Background: an optimization exercise with open tools, aiming at small area. Do not read the settings as production practice. The RTL was checked by simulation tests, not by an equivalence proof against the original design. Power and IR drop assume default switching activity.

## flow/config.mk

```make
export PLATFORM = sky130hd
export DESIGN_NAME = gomoku
export DESIGN_NICKNAME = gomoku
export VERILOG_FILES = /design/flow/design.v
export SDC_FILE = /design/flow/constraint.sdc
export NUM_CORES = 8
export LEC_CHECK = 0
export CAP_MARGIN = 20
export CORE_MARGIN = 2
export CORE_UTILIZATION = 30
export SLEW_MARGIN = 20
```

## flow/constraint.sdc

```tcl
create_clock -name core_clock -period 12.0 [get_ports {clk}]
set_input_delay 2.4000 -clock core_clock [delete_from_list [all_inputs] [get_ports {clk}]]
set_output_delay 2.4000 -clock core_clock [all_outputs]
set_load 0.01 [all_outputs]
```

## flow/design.v

```verilog
module gomoku(
    input        clk,
    input        rst,
    input        Btn0,
    output [3:0] VGA_R,     output [3:0] VGA_G,  output [3:0] VGA_B,
    output       VGA_HS,    output       VGA_VS,
    output [3:0] KeyPadRow, input  [3:0] KeyPadCol,
    output [7:0] Dot_row,
    output [7:0] Dot1_col,
    output [7:0] Dot2_col,
    output [6:0] HEX0,      output [6:0] HEX1
);
    wire enVGA, enPad, enDot, enSevenSegment;
    wire        key_valid_raw;
    wire [3:0]  key_code_raw;
    wire        key_valid;
    wire [3:0]  key_code;
    wire        place_en;
    wire [1:0]  place_result;
    wire [3:0] cursor_row;
    wire [3:0] cursor_col;
    wire [1:0]   current_player;
    wire [1:0]   cell_data;
    wire [511:0] board_snapshot;
    wire win_flag;
    wire game_over;
    wire [1:0] winner;
    wire [6:0] turn_sec;
    wire timeout_pulse;
    wire turn_reset_pulse;
    wire [3:0] last_row;
    wire [3:0] last_col;
    wire [1:0] last_player;
    freqDiv u_freqDiv(
        .clk(clk),
        .rst(rst),
        .en_vga(enVGA),
        .en_keypad(enPad),
        .en_dot(enDot),
        .en_7seg(enSevenSegment)
    );
    checkPad u_checkPad(
        .clk(clk),
        .en_scan(enPad),
        .rst(rst),
        .keypadRow(KeyPadRow),
        .keypadCol(KeyPadCol),
        .key_valid(key_valid_raw),
        .key_code(key_code_raw)
    );
    keypad_onepress_cdc #(
        .RELEASE_TH(3'd6)
    ) u_key_onepress (
        .en_scan(enPad),
        .clk(clk),
        .rst(rst),
        .raw_valid(key_valid_raw),
        .raw_code(key_code_raw),
        .key_valid(key_valid),
        .key_code(key_code)
    );
    game_fsm u_game_fsm(
        .clk(clk),
        .rst(rst),
        .key_valid(key_valid),
        .key_code(key_code),
        .btn0(Btn0),
        .current_cell_data(cell_data),
        .win_in(win_flag),
        .timeout_pulse(timeout_pulse),
        .place_en(place_en),
        .place_result(place_result),
        .game_over(game_over),
        .winner(winner),
        .turn_reset(turn_reset_pulse),
        .cursor_row(cursor_row),
        .cursor_col(cursor_col),
        .current_player(current_player),
        .last_row(last_row),
        .last_col(last_col),
        .last_player(last_player)
    );
    turn_timer u_turn_timer (
        .clk(clk),
        .rst(rst),
        .enable(~game_over),
        .reset_pulse(turn_reset_pulse),
        .sec_left(turn_sec),
        .timeout_pulse(timeout_pulse)
    );
    wire [3:0] sec_tens;
    wire [3:0] sec_ones;
    assign sec_tens = turn_sec / 7'd10;
    assign sec_ones = turn_sec % 7'd10;
    sevenseg_digit u_7seg0(.digit(sec_ones), .seg(HEX0));
    sevenseg_digit u_7seg1(.digit(sec_tens), .seg(HEX1));
    board_mem u_board_mem(
        .clk(clk),
        .rst(rst),
        .write_en(place_en),
        .row(cursor_row),
        .col(cursor_col),
        .player(current_player),
        .cell_data(cell_data),
        .board(board_snapshot)
    );
    win_checker u_win(
        .board(board_snapshot),
        .last_x(last_row),
        .last_y(last_col),
        .player(last_player),
        .win(win_flag)
    );
    vga_display u_vga(
        .clk(clk),
        .en_vga(enVGA),
        .rst(rst),
        .board(board_snapshot),
        .cursor_row(cursor_row),
        .cursor_col(cursor_col),
        .current_player(current_player),
        .VGA_R(VGA_R),
        .VGA_G(VGA_G),
        .VGA_B(VGA_B),
        .VGA_HS(VGA_HS),
        .VGA_VS(VGA_VS)
    );
    reg [2:0] row_index;
    always @(posedge clk or negedge rst) begin
        if (!rst) row_index <= 3'd0;
        else if (enDot) row_index <= row_index + 3'd1;
    end
    assign Dot_row = ~(8'b00000001 << row_index);
    dotmatrix_check u_dot1(
        .place_result(place_result),
        .row_index(row_index),
        .dot_col(Dot1_col)
    );
    dotmatrix_winner u_dot2(
        .game_over(game_over),
        .winner(winner),
        .row_index(row_index),
        .dot_col(Dot2_col)
    );
endmodule
module checkPad(
    input             clk,
    input             en_scan,
    input             rst,
    output reg [3:0]  keypadRow,
    input      [3:0]  keypadCol,
    output reg        key_valid,
    output reg [3:0]  key_code
);
    reg [1:0] row_index;
    always @(posedge clk or negedge rst) begin
        if (!rst) begin
            row_index <= 2'd0;
            keypadRow <= 4'b1110;
            key_valid <= 1'b0;
            key_code  <= 4'd0;
        end else if (en_scan) begin
            if (keypadCol != 4'b1111) begin
                key_valid <= 1'b1;
                case (keypadRow)
                    4'b1110: begin
                        if (!keypadCol[3]) key_code <= 4'h0;
                        else if (!keypadCol[2]) key_code <= 4'h1;
                        else if (!keypadCol[1]) key_code <= 4'h4;
                        else if (!keypadCol[0]) key_code <= 4'h7;
                    end
                    4'b1101: begin
                        if (!keypadCol[3]) key_code <= 4'hA;
                        else if (!keypadCol[2]) key_code <= 4'h2;
                        else if (!keypadCol[1]) key_code <= 4'h5;
                        else if (!keypadCol[0]) key_code <= 4'h8;
                    end
                    4'b1011: begin
                        if (!keypadCol[3]) key_code <= 4'hB;
                        else if (!keypadCol[2]) key_code <= 4'h3;
                        else if (!keypadCol[1]) key_code <= 4'h6;
                        else if (!keypadCol[0]) key_code <= 4'h9;
                    end
                    4'b0111: begin
                        if (!keypadCol[3]) key_code <= 4'hF;
                        else if (!keypadCol[2]) key_code <= 4'hE;
                        else if (!keypadCol[1]) key_code <= 4'hD;
                        else if (!keypadCol[0]) key_code <= 4'hC;
                    end
                endcase
            end else begin
                key_valid <= 1'b0;
            end
            row_index <= row_index + 2'd1;
            case (row_index + 2'd1)
                2'd0: keypadRow <= 4'b1110;
                2'd1: keypadRow <= 4'b1101;
                2'd2: keypadRow <= 4'b1011;
                2'd3: keypadRow <= 4'b0111;
            endcase
        end
    end
endmodule
module freqDiv(
    input  clk,
    input  rst,
    output en_vga,
    output en_keypad,
    output en_dot,
    output en_7seg
);
    reg [31:0] cnt_vga, cnt_keypad, cnt_dot, cnt_7seg;
    reg clk_vga, clk_keypad, clk_dot, clk_7seg;
    localparam VGA_EXP      = 32'd0;
    localparam KEYPAD_EXP   = 32'd1;
    localparam DOT_EXP      = 32'd3;
    localparam SEVENSEG_EXP = 32'd24;
    assign en_vga    = (cnt_vga    >= VGA_EXP)      & ~clk_vga;
    assign en_keypad = (cnt_keypad >= KEYPAD_EXP)   & ~clk_keypad;
    assign en_dot    = (cnt_dot    >= DOT_EXP)      & ~clk_dot;
    assign en_7seg   = (cnt_7seg   >= SEVENSEG_EXP) & ~clk_7seg;
    always @(posedge clk or negedge rst) begin
        if (!rst) begin
            cnt_vga    <= 32'd0;
            cnt_keypad <= 32'd0;
            cnt_dot    <= 32'd0;
            cnt_7seg   <= 32'd0;
            clk_vga    <= 1'b0;
            clk_keypad <= 1'b0;
            clk_dot    <= 1'b0;
            clk_7seg   <= 1'b0;
        end else begin
            if (cnt_vga >= VGA_EXP) begin
                cnt_vga <= 32'd0;
                clk_vga <= ~clk_vga;
            end else cnt_vga <= cnt_vga + 32'd1;
            if (cnt_keypad >= KEYPAD_EXP) begin
                cnt_keypad <= 32'd0;
                clk_keypad <= ~clk_keypad;
            end else cnt_keypad <= cnt_keypad + 32'd1;
            if (cnt_dot >= DOT_EXP) begin
                cnt_dot <= 32'd0;
                clk_dot <= ~clk_dot;
            end else cnt_dot <= cnt_dot + 32'd1;
            if (cnt_7seg >= SEVENSEG_EXP) begin
                cnt_7seg <= 32'd0;
                clk_7seg <= ~clk_7seg;
            end else cnt_7seg <= cnt_7seg + 32'd1;
        end
    end
endmodule
module game_fsm(
    input        clk,
    input        rst,
    input        key_valid,
    input  [3:0] key_code,
    input        btn0,
    input  [1:0] current_cell_data,
    input        win_in,
    input        timeout_pulse,
    output reg        place_en,
    output reg [1:0]  place_result,
    output reg        game_over,
    output reg [1:0]  winner,
    output reg        turn_reset,
    output reg [3:0]  cursor_row,
    output reg [3:0]  cursor_col,
    output reg [1:0]  current_player,
    output reg [3:0]  last_row,
    output reg [3:0]  last_col,
    output reg [1:0]  last_player
);
    localparam P1 = 2'b01;
    localparam P2 = 2'b10;
    reg key_valid_prev;
    reg btn0_prev;
    wire key_valid_pos_edge = key_valid & ~key_valid_prev;
    wire btn0_press_edge = (~btn0) & btn0_prev;
    reg pending_win_check;
    wire confirm_pulse = btn0_press_edge | (key_valid_pos_edge && (key_code == 4'h5));
    always @(posedge clk or negedge rst) begin
        if (!rst) begin
            current_player    <= P1;
            place_en          <= 1'b0;
            place_result      <= 2'b00;
            game_over         <= 1'b0;
            winner            <= 2'b00;
            turn_reset        <= 1'b0;
            cursor_row        <= 4'd0;
            cursor_col        <= 4'd0;
            last_row          <= 4'd0;
            last_col          <= 4'd0;
            last_player       <= 2'b00;
            key_valid_prev    <= 1'b0;
            btn0_prev         <= 1'b1;
            pending_win_check <= 1'b0;
        end else begin
            place_en   <= 1'b0;
            turn_reset <= 1'b0;
            key_valid_prev <= key_valid;
            btn0_prev      <= btn0;
            if (pending_win_check) begin
                pending_win_check <= 1'b0;
                if (win_in) begin
                    game_over <= 1'b1;
                    winner    <= current_player;
                end else begin
                    current_player <= (current_player == P1) ? P2 : P1;
                    turn_reset     <= 1'b1;
                end
            end
            if (!game_over) begin
                if (!pending_win_check && timeout_pulse) begin
                    current_player <= (current_player == P1) ? P2 : P1;
                    place_result   <= 2'b00;
                    turn_reset     <= 1'b1;
                end
                if (!pending_win_check && key_valid_pos_edge) begin
                    if (key_code == 4'h6) begin
                        if (cursor_row != 4'd0)  cursor_row <= cursor_row - 4'd1;
                        place_result <= 2'b00;
                    end else if (key_code == 4'h4) begin
                        if (cursor_row != 4'd15) cursor_row <= cursor_row + 4'd1;
                        place_result <= 2'b00;
                    end else if (key_code == 4'h2) begin
                        if (cursor_col != 4'd0)  cursor_col <= cursor_col - 4'd1;
                        place_result <= 2'b00;
                    end else if (key_code == 4'h8) begin
                        if (cursor_col != 4'd15) cursor_col <= cursor_col + 4'd1;
                        place_result <= 2'b00;
                    end
                end
                if (!pending_win_check && confirm_pulse) begin
                    if (current_cell_data == 2'b00) begin
                        place_en     <= 1'b1;
                        place_result <= 2'b01;
                        last_row     <= cursor_row;
                        last_col     <= cursor_col;
                        last_player  <= current_player;
                        pending_win_check <= 1'b1;
                    end else begin
                        place_result <= 2'b10;
                    end
                end
            end
        end
    end
endmodule
module board_mem(
    input   clk,
    input   rst,
    input   write_en,
    input  [3:0] row,
    input  [3:0] col,
    input  [1:0] player,
    output [1:0] cell_data,
    output reg [511:0] board
);
    wire [7:0] idx = {row, col};
    assign cell_data = board[2*idx +: 2];
    always @(posedge clk or negedge rst) begin
        if (!rst) begin
            board <= 512'd0;
        end else begin
            if (write_en) begin
                if (board[2*idx +: 2] == 2'b00)
                    board[2*idx +: 2] <= player;
            end
        end
    end
endmodule
module win_checker(
    input  [511:0] board,
    input  [3:0] last_x,
    input  [3:0] last_y,
    input  [1:0] player,
    output reg   win
);
    integer count;
    function integer in_range;
        input integer x;
        input integer y;
        begin
            in_range = (x >= 0 && x < 16 && y >= 0 && y < 16);
        end
    endfunction
    function [1:0] cell_at;
        input integer x;
        input integer y;
        begin
            cell_at = board[2*(16*(x & 15) + (y & 15)) +: 2];
        end
    endfunction
    task automatic count_dir;
        input integer dx;
        input integer dy;
        integer k;
        integer cx;
        integer cy;
        integer stop;
        begin
            count = 1;
            stop = 0;
            for (k = 1; k < 5; k = k + 1) begin
                if (!stop) begin
                    cx = last_x + dx * k;
                    cy = last_y + dy * k;
                    if (in_range(cx, cy) && cell_at(cx, cy) == player)
                        count = count + 1;
                    else
                        stop = 1;
                end
            end
            stop = 0;
            for (k = 1; k < 5; k = k + 1) begin
                if (!stop) begin
                    cx = last_x - dx * k;
                    cy = last_y - dy * k;
                    if (in_range(cx, cy) && cell_at(cx, cy) == player)
                        count = count + 1;
                    else
                        stop = 1;
                end
            end
        end
    endtask
    always @(*) begin
        win = 1'b0;
        count = 0;
        if (player != 2'b00) begin
            count_dir(1, 0);
            if (count >= 5) win = 1'b1;
            if (!win) begin
                count_dir(0, 1);
                if (count >= 5) win = 1'b1;
            end
            if (!win) begin
                count_dir(1, 1);
                if (count >= 5) win = 1'b1;
            end
            if (!win) begin
                count_dir(1, -1);
                if (count >= 5) win = 1'b1;
            end
        end
    end
endmodule
module vga_display(
    input  clk,
    input  en_vga,
    input  rst,
    input  [511:0] board,
    input  [3:0] cursor_row,
    input  [3:0] cursor_col,
    input  [1:0] current_player,
    output reg [3:0] VGA_R,
    output reg [3:0] VGA_G,
    output reg [3:0] VGA_B,
    output reg       VGA_HS,
    output reg       VGA_VS
);
    localparam H_VISIBLE = 640;
    localparam H_FRONT   = 16;
    localparam H_SYNC    = 96;
    localparam H_BACK    = 48;
    localparam H_TOTAL   = H_VISIBLE + H_FRONT + H_SYNC + H_BACK;
    localparam V_VISIBLE = 480;
    localparam V_FRONT   = 10;
    localparam V_SYNC    = 2;
    localparam V_BACK    = 33;
    localparam V_TOTAL   = V_VISIBLE + V_FRONT + V_SYNC + V_BACK;
    reg [9:0] h_cnt;
    reg [9:0] v_cnt;
    wire visible = (h_cnt < H_VISIBLE) && (v_cnt < V_VISIBLE);
    localparam integer GRID_N     = 16;
    localparam integer CELL_SIZE  = 28;
    localparam integer BOARD_SIZE = GRID_N * CELL_SIZE;
    localparam integer X0 = (H_VISIBLE - BOARD_SIZE) / 2;
    localparam integer Y0 = (V_VISIBLE - BOARD_SIZE) / 2;
    localparam [3:0] BG_R = 4'hD, BG_G = 4'h9, BG_B = 4'h4;
    localparam [3:0] GRID_R = 4'h0, GRID_G = 4'h6, GRID_B = 4'h0;
    localparam integer STONE_SIZE = 20;
    localparam integer STONE_HALF = STONE_SIZE / 2;
    localparam integer CUR_THICK   = 2;
    localparam integer CROSS_LEN   = 6;
    localparam integer CROSS_THICK = 1;
    wire [3:0] CUR_R = (current_player == 2'b01) ? 4'h0 :
                       (current_player == 2'b10) ? 4'hF : 4'hF;
    wire [3:0] CUR_G = (current_player == 2'b01) ? 4'h0 :
                       (current_player == 2'b10) ? 4'hF : 4'h0;
    wire [3:0] CUR_B = (current_player == 2'b01) ? 4'h0 :
                       (current_player == 2'b10) ? 4'hF : 4'h0;
    wire in_board = (h_cnt >= X0) && (h_cnt < (X0 + BOARD_SIZE)) &&
                    (v_cnt >= Y0) && (v_cnt < (Y0 + BOARD_SIZE));
    wire [9:0] rel_x = h_cnt - X0;
    wire [9:0] rel_y = v_cnt - Y0;
    wire [3:0] cell_c = rel_x / CELL_SIZE;
    wire [3:0] cell_r = rel_y / CELL_SIZE;
    wire [5:0] in_x = rel_x % CELL_SIZE;
    wire [5:0] in_y = rel_y % CELL_SIZE;
    wire grid_pixel = (in_x == 0) || (in_y == 0) || (in_x == (CELL_SIZE-1)) || (in_y == (CELL_SIZE-1));
    wire [1:0] cell_value = board[2*{cell_r, cell_c} +: 2];
    wire cell_has_stone = (cell_value != 2'b00);
    localparam integer CX = CELL_SIZE / 2;
    localparam integer CY = CELL_SIZE / 2;
    wire in_stone_square =
        (in_x >= (CX - STONE_HALF)) && (in_x < (CX + STONE_HALF)) &&
        (in_y >= (CY - STONE_HALF)) && (in_y < (CY + STONE_HALF));
    wire is_cursor_cell = (cell_r == cursor_row) && (cell_c == cursor_col);
    wire cursor_outline_pixel =
        (in_x < CUR_THICK) || (in_y < CUR_THICK) ||
        (in_x >= (CELL_SIZE - CUR_THICK)) || (in_y >= (CELL_SIZE - CUR_THICK));
    wire cursor_cross_pixel =
        ((in_x >= (CX - CROSS_THICK)) && (in_x <= (CX + CROSS_THICK)) &&
         (in_y >= (CY - CROSS_LEN))   && (in_y <= (CY + CROSS_LEN))) ||
        ((in_y >= (CY - CROSS_THICK)) && (in_y <= (CY + CROSS_THICK)) &&
         (in_x >= (CX - CROSS_LEN))   && (in_x <= (CX + CROSS_LEN)));
    always @(posedge clk or negedge rst) begin
        if (!rst) begin
            h_cnt  <= 10'd0;
            v_cnt  <= 10'd0;
            VGA_HS <= 1'b1;
            VGA_VS <= 1'b1;
        end else if (en_vga) begin
            if (h_cnt == H_TOTAL-1) begin
                h_cnt <= 10'd0;
                if (v_cnt == V_TOTAL-1) v_cnt <= 10'd0;
                else v_cnt <= v_cnt + 10'd1;
            end else begin
                h_cnt <= h_cnt + 10'd1;
            end
            VGA_HS <= ~((h_cnt >= (H_VISIBLE + H_FRONT)) && (h_cnt < (H_VISIBLE + H_FRONT + H_SYNC)));
            VGA_VS <= ~((v_cnt >= (V_VISIBLE + V_FRONT)) && (v_cnt < (V_VISIBLE + V_FRONT + V_SYNC)));
        end
    end
    always @(*) begin
        VGA_R = 4'h0;
        VGA_G = 4'h0;
        VGA_B = 4'h0;
        if (visible) begin
            VGA_R = BG_R;
            VGA_G = BG_G;
            VGA_B = BG_B;
            if (in_board) begin
                if (grid_pixel) begin
                    VGA_R = GRID_R;
                    VGA_G = GRID_G;
                    VGA_B = GRID_B;
                end
                if (cell_has_stone && in_stone_square) begin
                    if (cell_value == 2'b01) begin
                        VGA_R = 4'h0;
                        VGA_G = 4'h0;
                        VGA_B = 4'h0;
                    end else begin
                        VGA_R = 4'hF;
                        VGA_G = 4'hF;
                        VGA_B = 4'hF;
                    end
                end
                if (is_cursor_cell && (cursor_outline_pixel || cursor_cross_pixel)) begin
                    VGA_R = CUR_R;
                    VGA_G = CUR_G;
                    VGA_B = CUR_B;
                end
            end
        end
    end
endmodule
module dotmatrix_check(
    input  [1:0] place_result,
    input  [2:0] row_index,
    output reg [7:0] dot_col
);
    reg [7:0] pattern;
    always @(*) begin
        pattern = 8'b00000000;
        if (place_result == 2'b01) begin
            case (row_index)
                3'd7: pattern = 8'b11111111;
                3'd6: pattern = 8'b11100111;
                3'd5: pattern = 8'b11011011;
                3'd4: pattern = 8'b10111101;
                3'd3: pattern = 8'b10111101;
                3'd2: pattern = 8'b11011011;
                3'd1: pattern = 8'b11100111;
                3'd0: pattern = 8'b11111111;
            endcase
        end else if (place_result == 2'b10) begin
            case (row_index)
                3'd7: pattern = 8'b11111111;
                3'd6: pattern = 8'b10111101;
                3'd5: pattern = 8'b11011011;
                3'd4: pattern = 8'b11100111;
                3'd3: pattern = 8'b11100111;
                3'd2: pattern = 8'b11011011;
                3'd1: pattern = 8'b10111101;
                3'd0: pattern = 8'b11111111;
            endcase
        end
        dot_col = ~pattern;
    end
endmodule
module dotmatrix_winner(
    input        game_over,
    input  [1:0] winner,
    input  [2:0] row_index,
    output reg [7:0] dot_col
);
    reg [7:0] pattern;
    always @(*) begin
        pattern = 8'b00000000;
        if (game_over) begin
            if (winner == 2'b01) begin
                case (row_index)
                    3'd7: pattern = 8'b11110011;
                    3'd6: pattern = 8'b11100011;
                    3'd5: pattern = 8'b11000011;
                    3'd4: pattern = 8'b11110011;
                    3'd3: pattern = 8'b11110011;
                    3'd2: pattern = 8'b11110011;
                    3'd1: pattern = 8'b11000001;
                    3'd0: pattern = 8'b11111111;
                endcase
            end else if (winner == 2'b10) begin
                case (row_index)
                    3'd7: pattern = 8'b11100011;
                    3'd6: pattern = 8'b11001101;
                    3'd5: pattern = 8'b11111001;
                    3'd4: pattern = 8'b11110011;
                    3'd3: pattern = 8'b11100111;
                    3'd2: pattern = 8'b11001111;
                    3'd1: pattern = 8'b11000001;
                    3'd0: pattern = 8'b11111111;
                endcase
            end
        end
        dot_col = ~pattern;
    end
endmodule
module sevenseg_digit(
    input  [3:0] digit,
    output reg [6:0] seg
);
    always @(*) begin
        case (digit)
            4'd0: seg = 7'b1000000;
            4'd1: seg = 7'b1111001;
            4'd2: seg = 7'b0100100;
            4'd3: seg = 7'b0110000;
            4'd4: seg = 7'b0011001;
            4'd5: seg = 7'b0010010;
            4'd6: seg = 7'b0000010;
            4'd7: seg = 7'b1111000;
            4'd8: seg = 7'b0000000;
            4'd9: seg = 7'b0010000;
            default: seg = 7'b1111111;
        endcase
    end
endmodule
module turn_timer(
    input        clk,
    input        rst,
    input        enable,
    input        reset_pulse,
    output reg [6:0] sec_left,
    output reg       timeout_pulse
);
    localparam integer secClock = 500;
    localparam [6:0] seconds = 7'd99;
    reg [31:0] count;
    always @(posedge clk or negedge rst) begin
        if (!rst) begin
            count <= 32'd0;
            sec_left <= seconds;
            timeout_pulse <= 1'b0;
        end else begin
            timeout_pulse <= 1'b0;
            if (reset_pulse) begin
                count <= 32'd0;
                sec_left <= seconds;
            end else if (enable) begin
                if (count == (secClock - 1)) begin
                    count <= 32'd0;
                    if (sec_left != 7'd0) begin
                        sec_left <= sec_left - 7'd1;
                        if (sec_left == 7'd1) begin
                            timeout_pulse <= 1'b1;
                        end
                    end
                end else begin
                    count <= count + 32'd1;
                end
            end
        end
    end
endmodule
module keypad_onepress_cdc #(
    parameter [2:0] RELEASE_TH = 3'd6
)(
    input        en_scan,
    input        clk,
    input        rst,
    input        raw_valid,
    input  [3:0] raw_code,
    output       key_valid,
    output [3:0] key_code
);
    reg        held;
    reg [2:0]  miss_cnt;
    reg [3:0]  code_latched;
    reg        evt_tgl;
    always @(posedge clk or negedge rst) begin
        if (!rst) begin
            held         <= 1'b0;
            miss_cnt     <= 3'd0;
            code_latched <= 4'd0;
            evt_tgl      <= 1'b0;
        end else if (en_scan) begin
            if (!held) begin
                if (raw_valid) begin
                    held         <= 1'b1;
                    miss_cnt     <= 3'd0;
                    code_latched <= raw_code;
                    evt_tgl      <= ~evt_tgl;
                end
            end else begin
                if (raw_valid) begin
                    miss_cnt <= 3'd0;
                end else begin
                    if (miss_cnt < RELEASE_TH)
                        miss_cnt <= miss_cnt + 3'd1;
                end
                if (miss_cnt >= RELEASE_TH) begin
                    held     <= 1'b0;
                    miss_cnt <= 3'd0;
                end
            end
        end
    end
    reg [2:0] tgl_sync;
    always @(posedge clk or negedge rst) begin
        if (!rst) tgl_sync <= 3'b000;
        else      tgl_sync <= {tgl_sync[1:0], evt_tgl};
    end
    wire evt_pulse_raw = tgl_sync[2] ^ tgl_sync[1];
    reg [3:0] code_sync1, code_sync2;
    always @(posedge clk or negedge rst) begin
        if (!rst) begin
            code_sync1 <= 4'd0;
            code_sync2 <= 4'd0;
        end else begin
            code_sync1 <= code_latched;
            code_sync2 <= code_sync1;
        end
    end
    reg [3:0] key_code_reg;
    reg       key_valid_reg;
    always @(posedge clk or negedge rst) begin
        if (!rst) begin
            key_code_reg  <= 4'd0;
            key_valid_reg <= 1'b0;
        end else begin
            key_valid_reg <= evt_pulse_raw;
            if (evt_pulse_raw) begin
                key_code_reg <= code_sync2;
            end
        end
    end
    assign key_valid = key_valid_reg;
    assign key_code  = key_code_reg;
endmodule
```

## flow/run.sh

```bash
#!/bin/bash
# synth_recipe.tcl (not shown) runs the flow's synth.tcl, then flattens the netlist and writes it again
# the make line also repeats each setting of config.mk as NAME=value (left out here)
make -C /OpenROAD-flow-scripts/flow DESIGN_CONFIG=/design/flow/config.mk WORK_HOME=/design/flow/orfs CLKGATE_MAP_FILE= SYNTH_SCRIPT=/design/flow/synth_recipe.tcl finish
```

==> summary.txt <==
-- worst register-to-register path, delay by kind of cell (launching register included) --
kind | cells | cell delay (ns)
XOR/XNOR | 3 | 0.57
adder cells (fa/ha/maj) | 3 | 0.84
multiplexers | 2 | 0.44
flip-flops | 1 | 0.73
buffers and inverters | 4 | 1.48
AND/OR/NAND/NOR | 6 | 2.44
AO/OA/AOI/OAI | 10 | 3.88
-- final cells by class --
type,instances,share of cell area
Clock buffer,106,0.0278
Multi-Input combinational cell,5996,0.657
Timing Repair Buffer,351,0.0385
Clock inverter,49,0.00900
Tap cell,3348,0.0499
Inverter,109,0.00495
Antenna cell,30,0.000894
Sequential cell,709,0.212
-- metal layers --
layer,track usage,part of all wire
met1,0.426,0.37
met2,0.493,0.40
met3,0.148,0.14
met4,0.255,0.092
met5,0.00185,0.00082
-- per-stage QoR --
stage / setup WS, ns / instance area [um2] / std cells / utilization
global placement: 1.25 / 80700 / 10508 / 0.320
finish: 0.207 / 84000 / 10698 / 0.333
detailed placement: 1.17 / 80700 / 10510 / 0.321
floorplan: 2.16 / 76300 / 7466 / -
global route: 0.0127 / 83900 / 10673 / 0.333
CTS: 0.331 / 83800 / 10665 / 0.333
-- logic make-up (layout without fill, tap and decap cells) --
group / count (synthesis) / count (layout)
xor+xnor: 164 / 164
flops: 709 / 709
other cells: 1 / 89
buf+inv: 761 / 615
mux: 2112 / 2112
compound gates: 1303 / 1303
simple gates: 2257 / 2257
fa+ha+maj: 101 / 101
-- worst paths after layout --
path / startpoint / endpoint / cells after the start
max reg2reg: u_game_fsm.last_col[2] / u_game_fsm.winner[0] / 28
min: u_key_onepress.tgl_sync[0] / u_key_onepress.tgl_sync[1] / 0
min in group asynchronous: rst / u_vga.h_cnt[7] / 1
max in group asynchronous: rst / u_game_fsm.last_col[1] / 3
min reg2reg: u_key_onepress.tgl_sync[0] / u_key_onepress.tgl_sync[1] / 0
max: u_vga.h_cnt[5] / VGA_G[0] / 22
-- cells in the mapped netlist, drive strengths merged (25+ instances only) --
library cell	n	share of area
mux4	815	0.24
dfrtp	698	0.23
mux2	694	0.10
nor2	658	0.033
nand2	648	0.032
mux2i	603	0.079
clkbuf	378	0.020
buf	274	0.025
a21oi	257	0.017
nand3	253	0.017
nor3	239	0.016
o21ai	197	0.013
o22ai	127	0.010
xnor2	122	0.014
a22oi	106	0.010
inv	100	0.0049
a211oi	99	0.0098
ha	97	0.016
nand4	80	0.0067
nor4	62	0.0052
o211ai	53	0.0052
and2	50	0.0041
and3	41	0.0034
xor2	41	0.0049
a31oi	40	0.0033
nor2b	40	0.0033
a221oi	38	0.0045
nand2b	34	0.0028
a22o	31	0.0036
o31ai	27	0.0027
o2111ai	25	0.0029
or3	25	0.0021
-- report_power, final --
group / switching (mW) / leakage (nW) / internal, mW
registers: 0.345 / 9.58 / 2.53
clock network: 1.25 / 1.50 / 1.65
logic: 10.1 / 20.8 / 4.71
total: 11.7 / 31.9 / 8.89
==> flow_metrics.env <==
export IMPL_fillers=25388
export IMPL_clock_latency_ns=0.82
export IMPL_io_pins=63
export IMPL_ctsHoldBuffers=0
export IMPL_wl_um=464000
export IMPL_synth_edf_count=0
export IMPL_p_total_mw=20.6
export IMPL_synth_compound_area_frac=0.118
export IMPL_worstSetupStartpointType="flip-flop"
export IMPL_slowest_delay_ns=0.72
export IMPL_gp_congestion=1.13
export IMPL_min_period_over_period=0.983
export IMPL_status="timing/DRC/antenna clean"
export IMPL_grt_max_degree=167
export IMPL_antenna_found_initial=56
export IMPL_path_class="flip-flop to output pin"
export IMPL_clock_sinks=709
export IMPL_cts_buffers=85
export IMPL_cp_required_ns=9.60
export IMPL_ys_flop_type="dfrtp_1"
export IMPL_avgRoutedWirePerCell_um=43.3
export IMPL_critPathMaxFanout=23
export IMPL_crit_top_cell="buf_4"
export IMPL_cts_buffer_depth=3
export IMPL_crit_path_end_kind="output pin"
export IMPL_path_buf_inv=4
export IMPL_cp_arrival_ns=9.39
export IMPL_grt_total_usage=0.351
export IMPL_dp_hpwl_um=355000
export IMPL_synth_xor_area_frac=0.0197
export IMPL_ir_drop_uv=325
export IMPL_grt_pass1_vias=69158
export IMPL_synth_seq_cells=709
export IMPL_rsz0062_at_grt="false"
export IMPL_ys_warn_count=12
export IMPL_synth_mux_area_frac=0.424
export IMPL_final_cell_mix="mux4_2 (802), dfrtp_1 (687), mux2_2 (677), nand2_1 (645), nor2_1 (641)"
export IMPL_post_cts_buffers=0
export IMPL_final_common_cell="mux4_2"
export IMPL_power_density_mw_per_mm2=245
export IMPL_slew_limit_headroom=0.0841
export IMPL_row_count=184
export IMPL_p_leak_nw=31.9
export IMPL_fin_worst_skew_ns=0.0859
export IMPL_ys_types=116
export IMPL_area_delta_synth_final_pct=10.4
export IMPL_grt_pass1_wl_um=621000
export IMPL_start_util=0.302
export IMPL_yosysSeqAreaShare=0.233
export IMPL_drive_gt1_frac=0.281
export IMPL_synth_simple_area_share=0.138
export IMPL_regArea_mm2=0.0178
export IMPL_r2r_setup_slack_ns=1.50
export IMPL_fmax_ghz=0.0848
export IMPL_finalSetupViolCount=0
export IMPL_largest_register_ff_count=512
export IMPL_synth_area_per_cell_um2=10.3
export IMPL_path_delay_family="compound AO/OA/AOI/OAI gates"
export IMPL_cts_tree="yes"
export IMPL_drtIter0Drc=12230
export IMPL_max_flop_register="u_board_mem.board"
export IMPL_fp_coreArea_mm2=0.252
export IMPL_htree_levels=3
export IMPL_grt_overflow_total=0
export IMPL_holdWs_ns=0.349
export IMPL_path_cells="ha_1 -> or4_1 -> nand2_1 -> ha_1 -> o21a_1 -> nor3_1 -> mux2i_1 -> a21oi_1 -> a2111oi_1 -> o31ai_2 -> buf_4 -> nor2_4 -> buf_4 -> mux2_2 -> o221ai_1 -> a31oi_1 -> o31ai_1 -> o31ai_1 -> buf_4 -> o2111a_1 -> a311oi_1 -> clkdlybuf4s50_1"
export IMPL_syn_area_mm2=0.0761
export IMPL_route_antenna_remaining_nets=0
export IMPL_final_nets=7358
export IMPL_synthAdderAreaFrac=0.0167
export IMPL_synth_top_family_by_area="multiplexers"
export IMPL_firstDrtPassIters=9
export IMPL_cts_clk_slew_worst_paths_ns=0.06
export IMPL_via_per_inst=6.90
export IMPL_portBuffers=62
export IMPL_worst_pin_slew_ns=1.37
export IMPL_hp_class="flip-flop to flip-flop"
export IMPL_cts_root_buffer="clkbuf_16"
export IMPL_die_h_um=508
export IMPL_ys_async_sr_fraction=1.00
export IMPL_cts_repair_resized=0
export IMPL_multi_input_area_mm2=0.0552
export IMPL_drv_cap=0
export IMPL_synthCells=7408
export IMPL_slew_violations=0
export IMPL_final_setup_tns_ns=0
export IMPL_hold_viol=0
export IMPL_critPathSlowestCell="a2111oi_1"
export IMPL_route_detailed_drc=0
export IMPL_fin_crit_ns=11.79
export IMPL_vias=73809
export IMPL_fp_dieW_um=508
export IMPL_die_area_mm2=0.258

-- re-timing with driven ports --
In the flow no input, the clock included, has a driving cell. The finished layout below was timed again as built, in two steps. Step 1, drivers: a clkbuf_16 drives clk and a buf_2 each remaining input, both assumed. Step 2 times the ports against the registers' clock, not the clock port: input delays grow and output delays shrink by t, the midpoint of the rising clock arrivals with the driver on. Slacks: no drivers / after step 1 / after step 2; pairs: no drivers / after step 1.
shift t [ns]: 0.873
slack for setup (ns): 0.207 / 0.110 / 0.983
worst slew at a driven data input, ns: 0.05
cell pins on the clock port's net: 1
After both steps this run still meets setup and hold. For this run, drivers alone change the setup slack by -0.097 ns; drivers and shift together by +0.776 ns.
